From an optimization exercise on the open Yosys and OpenROAD flow, aimed at small area; shortcuts taken in it are not production practice.
Function was checked by simulation only, so behaviour that the tests miss may differ from the original.
Power and IR drop assume default switching activity.

lane 1:
// cpu
module cpu(
    input clk,                           
    input RST,                           
    output [23:0] AB,                    
    output sync,                         
    input [7:0] DI,                      
    output reg [7:0] DO,                 
    output WE,                           
    input IRQ,                           
    input NMI,                           
    input RDY,                           
    input debug );                       
 parameter
    SYNC  = 6'd0,
    IMM0  = 6'd1,
    PHA0  = 6'd2,
    PLA0  = 6'd3,
    ZPG0  = 6'd4,
    DATA  = 6'd5,
    ABS0  = 6'd6,
    ABS1  = 6'd7,
    BRA0  = 6'd8,
    JSR0  = 6'd9,
    JSR1  = 6'd10,
    JSR2  = 6'd11,
    RTS0  = 6'd12,
    RTS1  = 6'd13,
    RTS2  = 6'd14,
    JMP0  = 6'd15,
    JMP1  = 6'd16,
    IDX0  = 6'd17,
    IDX1  = 6'd18,
    IDX2  = 6'd19,
    BRK0  = 6'd20,
    BRK1  = 6'd21,
    BRK2  = 6'd22,
    BRK3  = 6'd23,
    RTI0  = 6'd24,
    IND0  = 6'd25,
    IND1  = 6'd26,
    ZPW0  = 6'd27,
    ABW0  = 6'd28,
    ABW1  = 6'd29,
    RMW0  = 6'd30,
    RMW1  = 6'd31,
    BRK4  = 6'd32,
    JMPW  = 6'd33,
    INDW  = 6'd34,
    ABSW  = 6'd35,
    ABWW  = 6'd36,
    JSRW  = 6'd37,
    JSRH  = 6'd38,
    JSRL  = 6'd39,
    JSR3  = 6'd40,
    JSR4  = 6'd41,
    RTSW  = 6'd42,
    THRD  = 6'd43,
    THR0  = 6'd44,
    THP2  = 6'd45,
    THP1  = 6'd46,
    THP0  = 6'd47;
parameter
    NOP   = 2'b00,
    LDA   = 2'b01,
    STA   = 2'b10,
    RMW   = 2'b11;
parameter
    DST__ = 2'b00,
    DST_X = 2'b01,
    DST_Y = 2'b10,
    DST_A = 2'b11;
parameter
    SRC__ = 2'b00,
    SRC_Z = 2'b00,
    SRC_X = 2'b01,
    SRC_Y = 2'b10,
    SRC_A = 2'b11;
parameter
    SEL_Z = 2'b00,
    SEL_X = 2'b01,
    SEL_Y = 2'b10,
    SEL_A = 2'b11;
parameter
    FLAG____ = 2'b00,
    FLAG_ADD = 2'b01,
    FLAG_CMP = 2'b10,
    FLAG_BIT = 2'b11;
parameter
    IZ = SEL_Z,
    IX = SEL_X,
    IY = SEL_Y;
parameter
    IDX___ = 2'b00,      
    IDX_X_ = 2'b01,      
    IDX__Y = 2'b10,      
    IDX_XY = 2'b11;      
parameter  
    ALU_____ = 9'b00_000_00_00,
    ALU_REG  = 9'b00_000_00_00,  
    ALU_INCA = 9'b00_000_00_01,  
  ...
Size: ~560 flip-flops, ~48 I/O pins, ~26,000 um2 of cells after synthesis.
Settings: LEC_CHECK=0, ABC_AREA=1, CAP_MARGIN=20, CORE_MARGIN=2, CORE_UTILIZATION=75, GPL_TIMING_DRIVEN=0, SLEW_MARGIN=20; clock period 14.0 ns.
standard.sh (not shown) runs the stock make flow with config.mk's settings and CLKGATE_MAP_FILE= SYNTH_SCRIPT=/design/flow/synth_recipe.tcl, a recipe that flattens the netlist after the stock synthesis.
==> flow/flow/run.sh <==
#!/bin/bash
# Own layout flow: the standard flow (standard.sh) with these changes in how
# the layout is made:
#  - synthesis maps the logic with an area-oriented ABC script (flow/abc_area.script)
#    instead of ORFS's; the registers are the standard synthesis's
#  - the repair_design after global placement may not use the large drive strengths
#    listed in flow/place_dont_use (later steps, CTS and timing repair, may)
#  - CTS clusters more sinks per buffer and inserts no dummy loads (flow/cts_args)
#  - the port buffers are the smallest buffer cell (flow/buffer_ports_args)
# Each tool's output is in the ORFS logs; make's own output is in standard_flow.log.
set -euo pipefail
W=$PWD
rm -rf "$W/own_scripts"
cp -r "$FLOW_HOME/scripts" "$W/own_scripts"
cp "$W/flow/abc_area.script" "$W/own_scripts/abc_area.script"
# placement repair_design: extra dont_use list
python3 - "$W/own_scripts/resize.tcl" "$W/flow/place_dont_use" <<'PY'
import sys
f, du = sys.argv[1], open(sys.argv[2]).read().split()
t = open(f).read()
old = "set_dont_use $::env(DONT_USE_CELLS)\n"
assert old in t
t = t.replace(old, old + "set_dont_use {%s}\n" % " ".join(du), 1)
open(f, "w").write(t)
PY
export SCRIPTS_DIR="$W/own_scripts"
export CTS_ARGS="$(cat "$W/flow/cts_args")"
export BUFFER_PORTS_ARGS="$(cat "$W/flow/buffer_ports_args")"
bash standard.sh > "$W/standard_flow.log" 2>&1
==> flow/flow/abc_area.script <==
strash
&get -n
&deepsyn -T 120
&put
strash
dch -f
amap
strash
dch -f
amap
strash
dch -f
amap
strash
dch -f
amap
strash
dch -f
amap
strash
dch -f
amap
topo
==> flow/flow/buffer_ports_args <==
-buffer_cell sky130_fd_sc_hd__buf_1
==> flow/flow/cts_args <==
-sink_clustering_enable -repair_clock_nets -dont_use_dummy_load -sink_clustering_size 25 -sink_clustering_max_diameter 80
==> flow/flow/place_dont_use <==
sky130_fd_sc_hd__*_4 sky130_fd_sc_hd__*_8 sky130_fd_sc_hd__*_12 sky130_fd_sc_hd__*_16 sky130_fd_sc_hd__buf_6
Lane 1: it failed during 5_1_grt, and the tool reported GRT-0232.
[inputs] lane 4 vs lane 1
- CORE_UTILIZATION changed from 75 to 65
## What came out
As far as mean post-synth cell area is concerned, lane 4 and lane 1 perform about the same. Compared with lane 1, number of buffers created by CTS in lane 4 decreased by a few percent. Lane 4 reached the final stage; the timing, design-rule and antenna checks on its layout passed. Lane 1 → lane 4: synthesized net count lost 0.36%, cell area after placement held steady, fraction of the yosys area taken by sequential cells was more or less identical, synthesized cell count fell 8, area share of and/or/nand/nor cells after synthesis shows no meaningful change.

## the baseline
Another version of the RTL of cpu (not shown whole).
For scale: about 2200 cells after synthesis, about 560 flip-flops, about 26000 sq um of cells after synthesis.
==> flow/config.mk <==
export PLATFORM = sky130hd
export DESIGN_NAME = cpu
export DESIGN_NICKNAME = cpu
export VERILOG_FILES = /design/flow/design.v
export SDC_FILE = /design/flow/constraint.sdc
export NUM_CORES = 4
export LEC_CHECK = 0
export ABC_AREA = 1
export CAP_MARGIN = 0
export CORE_MARGIN = 2
export CORE_UTILIZATION = 65
export GPL_TIMING_DRIVEN = 0
export SLEW_MARGIN = 0
==> flow/constraint.sdc <==
create_clock -name core_clock -period 14.0 [get_ports {clk}]
set_input_delay 2.8000 -clock core_clock [delete_from_list [all_inputs] [get_ports {clk}]]
set_output_delay 2.8000 -clock core_clock [all_outputs]
set_load 0.01 [all_outputs]
==> flow/flow/run.sh <==
#!/bin/bash
# Own layout flow: the standard flow (standard.sh), with two changes in how
# the layout is made:
#  - synthesis maps the logic with an area-oriented ABC script (flow/abc_area.script)
#    instead of ORFS's, which buffers and upsizes; registers are untouched
#  - CTS uses smaller clock buffers and no dummy loads (optional, see CTS_ARGS)
set -euo pipefail
W=$PWD
rm -rf "$W/own_scripts"
cp -r "$FLOW_HOME/scripts" "$W/own_scripts"
cp "$W/flow/abc_area.script" "$W/own_scripts/abc_area.script"
export SCRIPTS_DIR="$W/own_scripts"
if [[ -f "$W/flow/cts_args" ]]; then
  export CTS_ARGS="$(cat "$W/flow/cts_args")"
fi
bash standard.sh > "$W/standard_flow.log" 2>&1
==> flow/flow/abc_area.script <==
strash
&get -n
&deepsyn -T 120
&put
dch -f
amap
topo
The baseline: all stages done; final checks FAILED (max-capacitance violations, max-slew violations).
Changes in the candidate relative to the baseline:
- clearing GPL_TIMING_DRIVEN, which used to be 0
- swapping 65 for 40 in CORE_UTILIZATION
- swapping 0 for 20 in CAP_MARGIN
- swapping 0 for 20 in SLEW_MARGIN
==> flow/run.sh (new file) <==
#!/bin/bash
# synth_recipe.tcl (not shown) runs the flow's synth.tcl, then flattens the netlist and writes it again
# the make line also repeats each setting of config.mk as NAME=value (left out here)
make -C /OpenROAD-flow-scripts/flow DESIGN_CONFIG=/design/flow/config.mk WORK_HOME=/design/flow/orfs CLKGATE_MAP_FILE= SYNTH_SCRIPT=/design/flow/synth_recipe.tcl finish
removed: flow/flow/run.sh
removed: flow/flow/abc_area.script
removed: flow/standard.sh
Findings:
- The candidate: full flow OK, the timing, design-rule and antenna checks passed
- Compared with the baseline, in the candidate area growth from synthesis to layout down 3.1 points, design area up 13%, final wirelength up about 5.4%, average routed wire per standard cell down 9.8 um.
- Compared with the baseline, mean instance size in the synthesized netlist in the candidate decreased by more than 10%.
- Multi-input gate area in the final layout ends up higher on the candidate.

== east ==
cpu, a different RTL version from the one above (not shown whole).
Size in the first run: ~2,100 cells after synthesis, ~560 flip-flops, ~48 I/O pins.
export LEC_CHECK = 0
export ABC_AREA = 1
export CAP_MARGIN = 20
export CORE_MARGIN = 2
export CORE_UTILIZATION = 65
export GPL_TIMING_DRIVEN = 0
export SLEW_MARGIN = 20
create_clock -name core_clock -period 14.0 [get_ports {clk}]
==> flow/flow/run.sh <==
#!/bin/bash
# Own layout flow: the standard flow (standard.sh) with these changes in how
# the layout is made:
#  - synthesis maps the logic with an area-oriented ABC script (flow/abc_area.script)
#    instead of ORFS's; the registers are the standard synthesis's
#  - the repair_design after global placement may not use the large drive strengths
#    listed in flow/place_dont_use (later steps, CTS and timing repair, may)
#  - CTS clusters more sinks per buffer and inserts no dummy loads (flow/cts_args)
#  - the port buffers are the smallest buffer cell (flow/buffer_ports_args)
# Each tool's output is in the ORFS logs; make's own output is in standard_flow.log.
set -euo pipefail
W=$PWD
rm -rf "$W/own_scripts"
cp -r "$FLOW_HOME/scripts" "$W/own_scripts"
cp "$W/flow/abc_area.script" "$W/own_scripts/abc_area.script"
# placement repair_design: extra dont_use list
python3 - "$W/own_scripts/resize.tcl" "$W/flow/place_dont_use" <<'PY'
import sys
f, du = sys.argv[1], open(sys.argv[2]).read().split()
t = open(f).read()
old = "set_dont_use $::env(DONT_USE_CELLS)\n"
assert old in t
t = t.replace(old, old + "set_dont_use {%s}\n" % " ".join(du), 1)
open(f, "w").write(t)
PY
export SCRIPTS_DIR="$W/own_scripts"
export CTS_ARGS="$(cat "$W/flow/cts_args")"
export BUFFER_PORTS_ARGS="$(cat "$W/flow/buffer_ports_args")"
bash standard.sh > "$W/standard_flow.log" 2>&1
==> flow/flow/abc_area.script <==
strash
&get -n
&deepsyn -T 120
&put
strash
dch -f
amap
strash
dch -f
amap
strash
dch -f
amap
strash
dch -f
amap
strash
dch -f
amap
strash
dch -f
amap
topo
Scripts as last shown in full above: flow/flow/buffer_ports_args, flow/flow/cts_args, flow/flow/place_dont_use
east was carried through to the last stage, and its layout satisfied the timing, design-rule and antenna checks.
### east -> west
==> flow/flow/abc_area.script <==
strash
&get -n
&deepsyn -T 120
&put
strash
dch -f
amap -F 4 -A 16
strash
dch -f
amap -F 4 -A 16
strash
dch -f
amap -F 4 -A 16
strash
dch -f
amap -F 4 -A 16
strash
dch -f
amap -F 4 -A 16
topo
Findings:
- Note that the power recorded for east amounts to 0.911 times the value seen in west.
- Looking at launching element of the worst setup path, the T[1] result is from west; the T[2] one comes from east.
- Status: insertion delay to the later sink of the worst-skew pair parity (east, west)
- Number of distinct library cells after synthesis in west is about 4% above east.
- Total wire length after detailed routing down 2.3% in west wrt east

Setup of build 18:
RTL: one of the versions met above, not the one the previous note started from.
Size: about 2200 cells after synthesis, roughly 560 flip-flops, ~48 I/O pins.
==> flow/design.v (excerpt) <==
module cpu(
    input clk,                           
    input RST,                           
    output [23:0] AB,                    
    output sync,                         
    input [7:0] DI,                      
    output reg [7:0] DO,                 
    output WE,                           
    input IRQ,                           
    input NMI,                           
    input RDY,                           
    input debug );
==> flow/config.mk <==
export PLATFORM = sky130hd
export DESIGN_NAME = cpu
export DESIGN_NICKNAME = cpu
export VERILOG_FILES = /design/flow/design.v
export SDC_FILE = /design/flow/constraint.sdc
export NUM_CORES = 4
export LEC_CHECK = 0
export ABC_AREA = 1
export CAP_MARGIN = 20
export CORE_MARGIN = 2
export CORE_UTILIZATION = 65
export GPL_TIMING_DRIVEN = 0
export SLEW_MARGIN = 20
==> flow/constraint.sdc <==
create_clock -name core_clock -period 14.0 [get_ports {clk}]
set_input_delay 2.8000 -clock core_clock [delete_from_list [all_inputs] [get_ports {clk}]]
set_output_delay 2.8000 -clock core_clock [all_outputs]
set_load 0.01 [all_outputs]
==> flow/flow/run.sh <==
#!/bin/bash
# Own layout flow: the standard flow (standard.sh) with these changes in how
# the layout is made:
#  - synthesis maps the logic with an area-oriented ABC script (flow/abc_area.script)
#    instead of ORFS's; the registers are the standard synthesis's
#  - CTS clusters more sinks per buffer and inserts no dummy loads (flow/cts_args)
#  - the port buffers are the smallest buffer cell (flow/buffer_ports_args)
# Each tool's output is in the ORFS logs; make's own output is in standard_flow.log.
set -euo pipefail
W=$PWD
rm -rf "$W/own_scripts"
cp -r "$FLOW_HOME/scripts" "$W/own_scripts"
cp "$W/flow/abc_area.script" "$W/own_scripts/abc_area.script"
export SCRIPTS_DIR="$W/own_scripts"
if [[ -f "$W/flow/cts_args" ]]; then
  export CTS_ARGS="$(cat "$W/flow/cts_args")"
fi
if [[ -f "$W/flow/buffer_ports_args" ]]; then
  export BUFFER_PORTS_ARGS="$(cat "$W/flow/buffer_ports_args")"
fi
bash standard.sh > "$W/standard_flow.log" 2>&1
==> flow/flow/abc_area.script <==
strash
&get -n
&deepsyn -T 300
&put
dch -f
amap
strash
dch -f
amap
topo
Scripts as last shown in full above: flow/flow/buffer_ports_args, flow/flow/cts_args
Build 18 reached the final stage; the timing, design-rule and antenna checks on its layout passed.
Relative to build 18, the following input files were edited for build 81:
Settings: CORE_UTILIZATION changed from 65 to 40; GPL_TIMING_DRIVEN removed (was 0).
==> flow/flow/run.sh <==
#!/bin/bash
# Own layout flow: the standard flow (standard.sh), with two changes in how
# the layout is made:
#  - synthesis maps the logic with an area-oriented ABC script (flow/abc_area.script)
#    instead of ORFS's, which buffers and upsizes; registers are untouched
#  - CTS uses smaller clock buffers and no dummy loads (optional, see CTS_ARGS)
set -euo pipefail
W=$PWD
rm -rf "$W/own_scripts"
cp -r "$FLOW_HOME/scripts" "$W/own_scripts"
cp "$W/flow/abc_area.script" "$W/own_scripts/abc_area.script"
export SCRIPTS_DIR="$W/own_scripts"
if [[ -f "$W/flow/cts_args" ]]; then
  export CTS_ARGS="$(cat "$W/flow/cts_args")"
fi
bash standard.sh > "$W/standard_flow.log" 2>&1
==> flow/flow/abc_area.script <==
strash
dch -f
amap
strash
dch -f
amap
topo
removed: flow/flow/buffer_ports_args
removed: flow/flow/cts_args
--- outcome ---
- Post-route worst setup slack for build 81 is higher than for build 18.
- Summary of the comparison: share of the clock period used by the worst path after layout is lower in build 81, relative to build 18.
- Diff build 18 -> build 81: power now sits higher; sequential cell count stayed essentially flat; wire length of the first global-routing pass +11%.
- Of the two values seen for start-to-end type of the worst setup path, primary input to output port was produced by build 81 and register to output port by build 18.
## Diff of input files: build 7 against build 81
Settings: changing SLEW_MARGIN from 20 to 0; setting GPL_TIMING_DRIVEN to 0 for the first time; changing CORE_UTILIZATION from 40 to 65; changing CAP_MARGIN from 20 to 0.
==> flow/flow/abc_area.script <==
strash
&get -n
&deepsyn -T 120
&put
dch -f
amap
topo
==> flow/flow/cts_args (new file) <==
-sink_clustering_enable -repair_clock_nets -dont_use_dummy_load -buf_list {sky130_fd_sc_hd__clkbuf_4 sky130_fd_sc_hd__clkbuf_8}
### Flow results
- Build 7: complete, dirty (max-capacitance violations, max-slew violations)
- Higher number of antenna diodes among build 81 and build 7: build 7
- Taking build 81 as the reference, in build 7 post-synthesis cell count dropped 149; number of buffers created by CTS climbed 28; power dropped about 23%.
- In build 7, the combinational share of power came out 3.9 points below the value in build 81.
- Compared to build 81, build 7 has footprint of the multi-input gates 410 µm² lower.
- Summary of build 7 over build 81: clock-buffer cell count went up 17; final period demand of the worst path higher; worst setup slack moved down; number of nets in the layout decreased by about 8% relative to the old numbers.

## re-timing with driven ports
In the flow no input, the clock included, has a driving cell. The finished layouts below were timed again as built, in two steps. Step 1 assumes that a clkbuf_16 drives the clock port and a buf_2 every other input. Step 2, shift: input delay + t, output delay - t, t = (earliest + latest rising clock arrival at the registers) / 2. This alone moves slack from input paths to output paths. a / b / c = ideal / step 1 / step 2; a / b = the first two.
| run | t (ns) | setup slack, ns | worst setup path after step 2 | clock arrival spread, ns | worst data-port slew with drivers (ns) |
|---|---|---|---|---|---|
| lane 4 | 0.641 | 0.333 / 0.272 / 0.803 | input to output | 0.049 / 0.049 | 0.04 |
| the baseline | 0.693 | 0.542 / 0.483 / 0.541 | input to output | 0.027 / 0.026 | 0.04 |
| the candidate | 0.703 | 1.453 / 1.425 / 1.425 | input to output | 0.041 / 0.042 | 0.03 |
| east | 0.641 | 0.396 / 0.340 / 0.947 | register to register | 0.107 / 0.107 | 0.04 |
| west | 0.636 | 0.245 / 0.188 / 0.824 | register to output | 0.140 / 0.140 | 0.03 |
| build 18 | 0.639 | 0.555 / 0.497 / 0.565 | input to output | 0.077 / 0.077 | 0.03 |
| build 81 | 0.704 | 0.715 / 0.688 / 0.688 | input to output | 0.033 / 0.033 | 0.04 |
| build 7 | 0.740 | 0.540 / 0.496 / 0.511 | input to output | 0.084 / 0.083 | 0.04 |
For build 7, which loses most, drivers alone change the setup slack by -0.044 ns; drivers and shift together by -0.029 ns.
